Source: an optimization exercise on an open RTL-to-GDS flow (aim: small area, a short achievable clock period and few clock cycles). Production flows keep margins and buffers that such runs may drop. Where RTL was checked, it was by simulation tests only, not by an equivalence proof against the original.

==> module tw2, before the edit <==
module tw2 (
	input             i_clk,
	input             i_rst,
	input             i_v,
	input      [15:0] i_re,
	input      [15:0] i_im,
	output reg        o_v,
	output reg [15:0] o_re,
	output reg [15:0] o_im,
	output reg        o_nr
);
	reg [3:0] q;
	reg       a_v, b_v;
	always @(posedge i_clk or posedge i_rst) begin
		if (i_rst) begin
			q   <= 4'd0;
			a_v <= 1'b0;
			b_v <= 1'b0;
			o_v <= 1'b0;
		end else begin
			if (i_v) q <= q + 4'd1;
			a_v <= i_v;
			b_v <= a_v;
			o_v <= b_v;
		end
	end
	wire [1:0]  k = q[1] ? {q[2], q[3]} : 2'd0;    
	wire [23:0] rp, ip;
	wire [17:0] r3, i3;
	cmul_p u_rp (.a(i_re), .b5(1'b1), .id(1'b0), .p(rp), .a3(r3));
	cmul_p u_ip (.a(i_im), .b5(1'b1), .id(1'b0), .p(ip), .a3(i3));
	reg  [1:0]  a_k, b_k;
	reg  [23:0] a_rp, a_ip;
	reg  [17:0] a_r3, a_i3;
	reg  [15:0] a_re, a_im;
	always @(posedge i_clk) begin
		a_k  <= k;
		a_rp <= rp;  a_r3 <= r3;  a_re <= i_re;
		a_ip <= ip;  a_i3 <= i3;  a_im <= i_im;
	end
	wire [15:0] mr, mi;
	cmul_q u_rq (.p(a_rp), .a3(a_r3), .id(1'b0), .q(mr));
	cmul_q u_iq (.p(a_ip), .a3(a_i3), .id(1'b0), .q(mi));
	reg  [15:0] b_re, b_im;
	always @(posedge i_clk) begin
		b_k  <= a_k;
		b_re <= a_k[0] ? mr : a_re;
		b_im <= a_k[0] ? mi : a_im;
	end
	wire [15:0] msum = b_re + b_im;
	wire [15:0] mdif = b_re - b_im;
	always @(posedge i_clk) begin
		case (b_k)
			2'd1: begin o_re <= mdif;  o_im <= msum; o_nr <= 1'b0; end
			2'd2: begin o_re <= ~b_im; o_im <= b_re; o_nr <= 1'b1; end
			2'd3: begin o_re <= ~msum; o_im <= mdif; o_nr <= 1'b1; end
			default: begin o_re <= b_re; o_im <= b_im; o_nr <= 1'b0; end
		endcase
	end
endmodule
export LEC_CHECK = 0
export CAP_MARGIN = 20
export CORE_MARGIN = 2
export CORE_UTILIZATION = 70
export CTS_CLUSTER_DIAMETER = 80
export CTS_CLUSTER_SIZE = 25
export PLACE_DENSITY = 0.8
export SETUP_SLACK_MARGIN = 5
export SLEW_MARGIN = 20
create_clock -name core_clock -period 10.0 [get_ports {i_clk}]
standard.sh (not shown) runs the stock make flow with config.mk's settings and CLKGATE_MAP_FILE= SYNTH_SCRIPT=/design/flow/synth_recipe.tcl, a recipe that flattens the netlist after the stock synthesis.
==> flow/flow/run.sh <==
#!/bin/bash
# standard flow with a larger setup-slack margin for timing repair
sed 's/SETUP_SLACK_MARGIN=5 /SETUP_SLACK_MARGIN=6.7 /' standard.sh > standard_m.sh
bash standard_m.sh > flow.log 2>&1
The starting point finished with timing, DRC and antenna clean.
Testbench counts at the start, summed over its fixed seeds: cycles 3,360.
Edit:
--- a/flow/design.v
+++ b/flow/design.v
@@ -198,31 +198,33 @@
 			b_v <= a_v;
 			o_v <= b_v;
 		end
 	end
 	wire [1:0]  k = q[1] ? {q[2], q[3]} : 2'd0;    
+	wire        b5 = k[0];
 	wire [23:0] rp, ip;
 	wire [17:0] r3, i3;
-	cmul_p u_rp (.a(i_re), .b5(1'b1), .id(1'b0), .p(rp), .a3(r3));
-	cmul_p u_ip (.a(i_im), .b5(1'b1), .id(1'b0), .p(ip), .a3(i3));
+	cmul_p u_rp (.a(i_re), .b5(1'b1), .id(~b5), .p(rp), .a3(r3));
+	cmul_p u_ip (.a(i_im), .b5(1'b1), .id(~b5), .p(ip), .a3(i3));
 	reg  [1:0]  a_k, b_k;
 	reg  [23:0] a_rp, a_ip;
 	reg  [17:0] a_r3, a_i3;
-	reg  [15:0] a_re, a_im;
+	reg         a_id;
 	always @(posedge i_clk) begin
 		a_k  <= k;
-		a_rp <= rp;  a_r3 <= r3;  a_re <= i_re;
-		a_ip <= ip;  a_i3 <= i3;  a_im <= i_im;
+		a_id <= ~b5;
+		a_rp <= rp;  a_r3 <= r3;
+		a_ip <= ip;  a_i3 <= i3;
 	end
 	wire [15:0] mr, mi;
-	cmul_q u_rq (.p(a_rp), .a3(a_r3), .id(1'b0), .q(mr));
-	cmul_q u_iq (.p(a_ip), .a3(a_i3), .id(1'b0), .q(mi));
+	cmul_q u_rq (.p(a_rp), .a3(a_r3), .id(a_id), .q(mr));
+	cmul_q u_iq (.p(a_ip), .a3(a_i3), .id(a_id), .q(mi));
 	reg  [15:0] b_re, b_im;
 	always @(posedge i_clk) begin
 		b_k  <= a_k;
-		b_re <= a_k[0] ? mr : a_re;
-		b_im <= a_k[0] ? mi : a_im;
+		b_re <= mr;
+		b_im <= mi;
 	end
 	wire [15:0] msum = b_re + b_im;
 	wire [15:0] mdif = b_re - b_im;
 	always @(posedge i_clk) begin
 		case (b_k)
Effect: Wire length goes down by 2.3%; clock-buffer cell count goes down by 5; worst setup slack is worse by 140 ps; via count goes down by about 3.5%; non-clock buffer count goes up by 43; synthesized area goes down by 2.9%; register-to-register slack is worse by 140 ps; design area goes down by 1.5%; core utilization goes up by 1.4 points; worst hold slack barely changes; critical path depth goes up by 5.
The RTL of the second run of this note was laid out without a check of its function.

* * *

Setup of raven:
Another version of the RTL of FFT16_stream (not shown whole).
Size: about 69 I/O pins, ~0.057 sq mm of cells after synthesis.
==> module tw3, before the edit <==
module tw3 (
	input             i_clk,
	input             i_rst,
	input             i_v,
	input      [15:0] i_re,
	input      [15:0] i_im,
	input             i_vn,      
	input      [15:0] i_ren,
	output reg        o_v,
	output reg [15:0] o_re,
	output reg [15:0] o_im,
	output reg        o_nr
);
	reg  [3:0] q;
	reg        a_v, b_v, c_v;
	always @(posedge i_clk or posedge i_rst) begin
		if (i_rst) begin
			q   <= 4'd0;
			a_v <= 1'b0;
			b_v <= 1'b0;
			c_v <= 1'b0;
			o_v <= 1'b0;
		end else begin
			if (i_v) q <= q + 4'd1;
			a_v <= i_v;
			b_v <= a_v;
			c_v <= b_v;
			o_v <= c_v;
		end
	end
	wire [3:0] qn  = i_v ? q + 4'd1 : q;
	wire [2:0] kn  = {qn[1], qn[2], qn[3]};
	wire       ntn = i_vn & qn[0] & (kn[1:0] != 2'd0);    
	wire [2:0] k   = {q[1], q[2], q[3]};
	wire       x1  = q[0];
	wire       nt  = i_v & x1 & (k[1:0] != 2'd0);
	reg  [15:0] e_op;
	reg         e_b5;
	always @(posedge i_clk) begin
		e_op <= ntn ? i_ren : i_im;
		e_b5 <= ntn ? (kn[1:0] == 2'd2) : (k[1:0] == 2'd2);
	end
	wire [23:0] ex  = {{8{e_op[15]}}, e_op};
	wire [23:0] nm1 = ~(e_b5 ? (ex << 6) : (ex << 4));
	wire [23:0] nm2 = ~(e_b5 ? (ex << 3) : 24'd0);
	wire [9:0]  pl  = {2'b0, {8{e_op[15]}}} + {2'b0, nm1[7:0]} + {2'b0, nm2[7:0]} + 10'd2;
	wire [15:0] hs  = e_op ^ nm1[23:8] ^ nm2[23:8];
	wire [15:0] hc  = (e_op & nm1[23:8]) | (e_op & nm2[23:8]) | (nm1[23:8] & nm2[23:8]);
	wire [15:0] eh;
	addsk #(.W(16), .L(4)) u_h (.a(hs), .b({hc[14:0], 1'b0}), .ci(1'b0), .s(eh));
	wire [17:0] e3;
	addsk #(.W(18), .L(5)) u_3 (.a({{2{e_op[15]}}, e_op}), .b({e_op[15], e_op, 1'b0}), .ci(1'b0), .s(e3));
	wire        eb  = (pl[7:0] < e3[7:0]);
	wire [1:0]  ecc = pl[9:8] + 2'd1 - {1'b0, eb};
	wire [9:0]  l62 = {2'b0, e3[2:0], 5'd0} + {2'b0, e_op[6:0], 1'b0} + {2'b0, {8{e_op[15]}}};
	reg  [15:0] f_h;
	reg  [14:0] f_3;      
	reg  [8:0]  f_a;      
	reg  [1:0]  f_cc;
	reg  [1:0]  f_c;
	always @(posedge i_clk) begin
		f_h  <= eh;
		f_3  <= e3[17:3];
		f_a  <= e_op[15:7];
		f_cc <= ecc;
		f_c  <= l62[9:8];
	end
	wire [15:0] t_hi = {{6{f_3[14]}}, f_3[14:5]};      
	wire [15:0] t_62 = {f_3[14], f_3};                  
	wire [15:0] a_62 = {{7{f_a[8]}}, f_a};              
	reg  [15:0] g_a, g_b;
	wire [15:0] qa, qb;
	wire [15:0] bs = t_62 ^ a_62 ^ {14'd0, f_c};
	wire [15:0] bc = (t_62 & a_62) | (t_62 & {14'd0, f_c}) | (a_62 & {14'd0, f_c});
	addsk #(.W(16), .L(4)) u_qb (.a(bs), .b({bc[14:0], 1'b0}), .ci(1'b0), .s(qb));
	wire [15:0] t_n = ~t_hi;
	wire [15:0] as = f_h ^ t_n ^ {14'd0, f_cc};
	wire [15:0] ac = (f_h & t_n) | (f_h & {14'd0, f_cc}) | (t_n & {14'd0, f_cc});
	addsk #(.W(16), .L(4)) u_qa (.a(as), .b({ac[14:0], 1'b0}), .ci(1'b0), .s(qa));
	always @(posedge i_clk) begin
		g_a <= qa;
		g_b <= qb;
	end
	reg  [15:0] p1_re, p1_im, p2_re, p2_im;
	reg  [2:0]  a_k, b_k;
	reg         a_nt, b_nt, a_x1, b_x1;
	always @(posedge i_clk) begin
		p1_re <= i_re;  p1_im <= i_im;
		p2_re <= p1_re; p2_im <= p1_im;
		a_k <= k;   a_nt <= nt;   a_x1 <= x1;
		b_k <= a_k; b_nt <= a_nt; b_x1 <= a_x1;
	end
	reg         xs, ys, swp, nr;
	always @(*) begin
		case (b_k)
			3'd1: begin xs = 1; ys = 0; swp = 0; nr = 0; end
			3'd2: begin xs = 1; ys = 0; swp = 0; nr = 0; end
			3'd3: begin xs = 0; ys = 1; swp = 1; nr = 0; end
			3'd4: begin xs = 0; ys = 0; swp = 1; nr = 1; end
			3'd5: begin xs = 1; ys = 0; swp = 1; nr = 1; end
			3'd6: begin xs = 0; ys = 1; swp = 0; nr = 1; end
			3'd7: begin xs = 0; ys = 1; swp = 0; nr = 1; end
			default: begin xs = 0; ys = 0; swp = 0; nr = 0; end
		endcase
	end
	wire        b5   = (b_k[1:0] == 2'd2);
	wire        sw   = b_x1 & swp;
	wire        ng   = b_x1 & nr;
	wire [15:0] yb   = b5 ? g_a : g_b;           
	wire [15:0] pa_r = b_nt ? (sw ? yb : g_a) : (sw ? p2_im : p2_re);
	wire [15:0] pa_i = b_nt ? (sw ? g_a : yb) : (sw ? p2_re : p2_im);
	reg  [15:0] h_re, h_im;
	reg         h_selr, h_seli, h_zr, h_zi, h_cr, h_ci, ng_d;
	always @(posedge i_clk) begin
		h_re   <= pa_r ^ {16{ng}};
		h_im   <= pa_i;
		h_selr <= sw | b5;            
		h_seli <= ~sw | b5;           
		h_zr   <= ~b_nt;
		h_zi   <= ~b_nt;
		h_cr   <= (b_nt & (sw ? ys : xs)) ^ ng;
		h_ci   <= b_nt & (sw ? xs : ys);
		ng_d   <= ng;
	end
	wire [15:0] br = (h_selr ? g_a : g_b) & {16{~h_zr}};
	wire [15:0] bi = (h_seli ? g_a : g_b) & {16{~h_zi}};
	wire [15:0] sr, si;
	add16 u_sr (.a(h_re), .b(br ^ {16{h_cr}}), .ci(h_cr), .s(sr));
	add16 u_si (.a(h_im), .b(bi ^ {16{h_ci}}), .ci(h_ci), .s(si));
	always @(posedge i_clk) begin
		o_re <= sr;
		o_im <= si;
		o_nr <= ng_d;
	end
endmodule
export LEC_CHECK = 0
export CAP_MARGIN = 20
export CORE_MARGIN = 2
export CORE_UTILIZATION = 70
export CTS_CLUSTER_DIAMETER = 80
export CTS_CLUSTER_SIZE = 25
export PLACE_DENSITY = 0.8
export SETUP_SLACK_MARGIN = 5
export SLEW_MARGIN = 20
create_clock -name core_clock -period 10.0 [get_ports {i_clk}]
Scripts as last shown in full above: flow/flow/run.sh
Testbench counts of raven, summed over its fixed seeds: cycles 3,360.
Edits applied to the flow inputs when going from raven to harbor:
diff --git a/flow/design.v b/flow/design.v
--- a/flow/design.v
+++ b/flow/design.v
@@ -300,28 +300,19 @@
 		e_b5 <= ntn ? (kn[1:0] == 2'd2) : (k[1:0] == 2'd2);
 	end
-	wire [23:0] ex  = {{8{e_op[15]}}, e_op};
-	wire [23:0] nm1 = ~(e_b5 ? (ex << 6) : (ex << 4));
-	wire [23:0] nm2 = ~(e_b5 ? (ex << 3) : 24'd0);
-	wire [9:0]  pl  = {2'b0, {8{e_op[15]}}} + {2'b0, nm1[7:0]} + {2'b0, nm2[7:0]} + 10'd2;
-	wire [15:0] hs  = e_op ^ nm1[23:8] ^ nm2[23:8];
-	wire [15:0] hc  = (e_op & nm1[23:8]) | (e_op & nm2[23:8]) | (nm1[23:8] & nm2[23:8]);
-	wire [15:0] eh;
-	addsk #(.W(16), .L(4)) u_h (.a(hs), .b({hc[14:0], 1'b0}), .ci(1'b0), .s(eh));
+	wire [23:0] ep;
 	wire [17:0] e3;
-	addsk #(.W(18), .L(5)) u_3 (.a({{2{e_op[15]}}, e_op}), .b({e_op[15], e_op, 1'b0}), .ci(1'b0), .s(e3));
-	wire        eb  = (pl[7:0] < e3[7:0]);
-	wire [1:0]  ecc = pl[9:8] + 2'd1 - {1'b0, eb};
+	cmul_p u_p (.a(e_op), .b5(e_b5), .id(1'b0), .p(ep), .a3(e3));
 	wire [9:0]  l62 = {2'b0, e3[2:0], 5'd0} + {2'b0, e_op[6:0], 1'b0} + {2'b0, {8{e_op[15]}}};
-	reg  [15:0] f_h;
+	reg  [15:0] f_p;
 	reg  [14:0] f_3;      
 	reg  [8:0]  f_a;      
-	reg  [1:0]  f_cc;
+	reg         f_b;
 	reg  [1:0]  f_c;
 	always @(posedge i_clk) begin
-		f_h  <= eh;
-		f_3  <= e3[17:3];
-		f_a  <= e_op[15:7];
-		f_cc <= ecc;
-		f_c  <= l62[9:8];
+		f_p <= ep[23:8];
+		f_3 <= e3[17:3];
+		f_a <= e_op[15:7];
+		f_b <= (ep[7:0] < e3[7:0]);
+		f_c <= l62[9:8];
 	end
 	wire [15:0] t_hi = {{6{f_3[14]}}, f_3[14:5]};      
@@ -333,8 +324,5 @@
 	wire [15:0] bc = (t_62 & a_62) | (t_62 & {14'd0, f_c}) | (a_62 & {14'd0, f_c});
 	addsk #(.W(16), .L(4)) u_qb (.a(bs), .b({bc[14:0], 1'b0}), .ci(1'b0), .s(qb));
-	wire [15:0] t_n = ~t_hi;
-	wire [15:0] as = f_h ^ t_n ^ {14'd0, f_cc};
-	wire [15:0] ac = (f_h & t_n) | (f_h & {14'd0, f_cc}) | (t_n & {14'd0, f_cc});
-	addsk #(.W(16), .L(4)) u_qa (.a(as), .b({ac[14:0], 1'b0}), .ci(1'b0), .s(qa));
+	add16 u_qa (.a(f_p), .b(~t_hi), .ci(~f_b), .s(qa));
 	always @(posedge i_clk) begin
 		g_a <= qa;
--- outcome ---
First-pass GRT wire length: lower on harbor
Any difference in multi-input combinational area share between raven and harbor is small enough to ignore.
Summary of harbor over raven: die span in y roughly the same; met1 track demand over resource in global routing increased 0.22 points; die area did not really move.
Of the two values seen for slowest library cell on the worst path, dfxtp_2 was produced by harbor and dfxtp_1 by raven.
Testbench counts of harbor, summed over its fixed seeds: cycles 3,360.

static timing again, ports no longer ideal:
No port has a modelled driver above. Below, the same layouts with a new extraction and two added sets of constraints. Step 1, drivers: a clkbuf_16 drives i_clk and a buf_2 each remaining input, both assumed. Step 2 also shifts input and output timing later by t, the mid clock arrival at the registers, as if the neighbouring blocks saw the same clock. Three values: ideal, step 1, step 2; two values: the first two.
| run | shift t [ns] | setup WS [ns] | worst hold slack (ns) | worst data-port slew with drivers (ns) | cell pins on the clock port's net |
|---|---|---|---|---|---|
| the first run of note 1 | 0.712 | 6.657 / 6.657 / 6.337 | 0.313 / 0.313 / 0.313 | 0.05 | 1 |
| the second run of note 1 | 0.707 | 6.521 / 6.521 / 6.247 | 0.315 / 0.315 / 0.315 | 0.06 | 1 |
| raven | 0.711 | 6.708 / 6.638 / 6.292 | 0.303 / 0.303 / 0.303 | 0.06 | 1 |
| harbor | 0.708 | 6.713 / 6.642 / 6.361 | 0.318 / 0.318 / 0.318 | 0.05 | 1 |
After both steps setup and hold are still met in every run listed. For raven, which loses most, drivers alone change the setup slack by -0.070 ns; drivers and shift together by -0.416 ns.
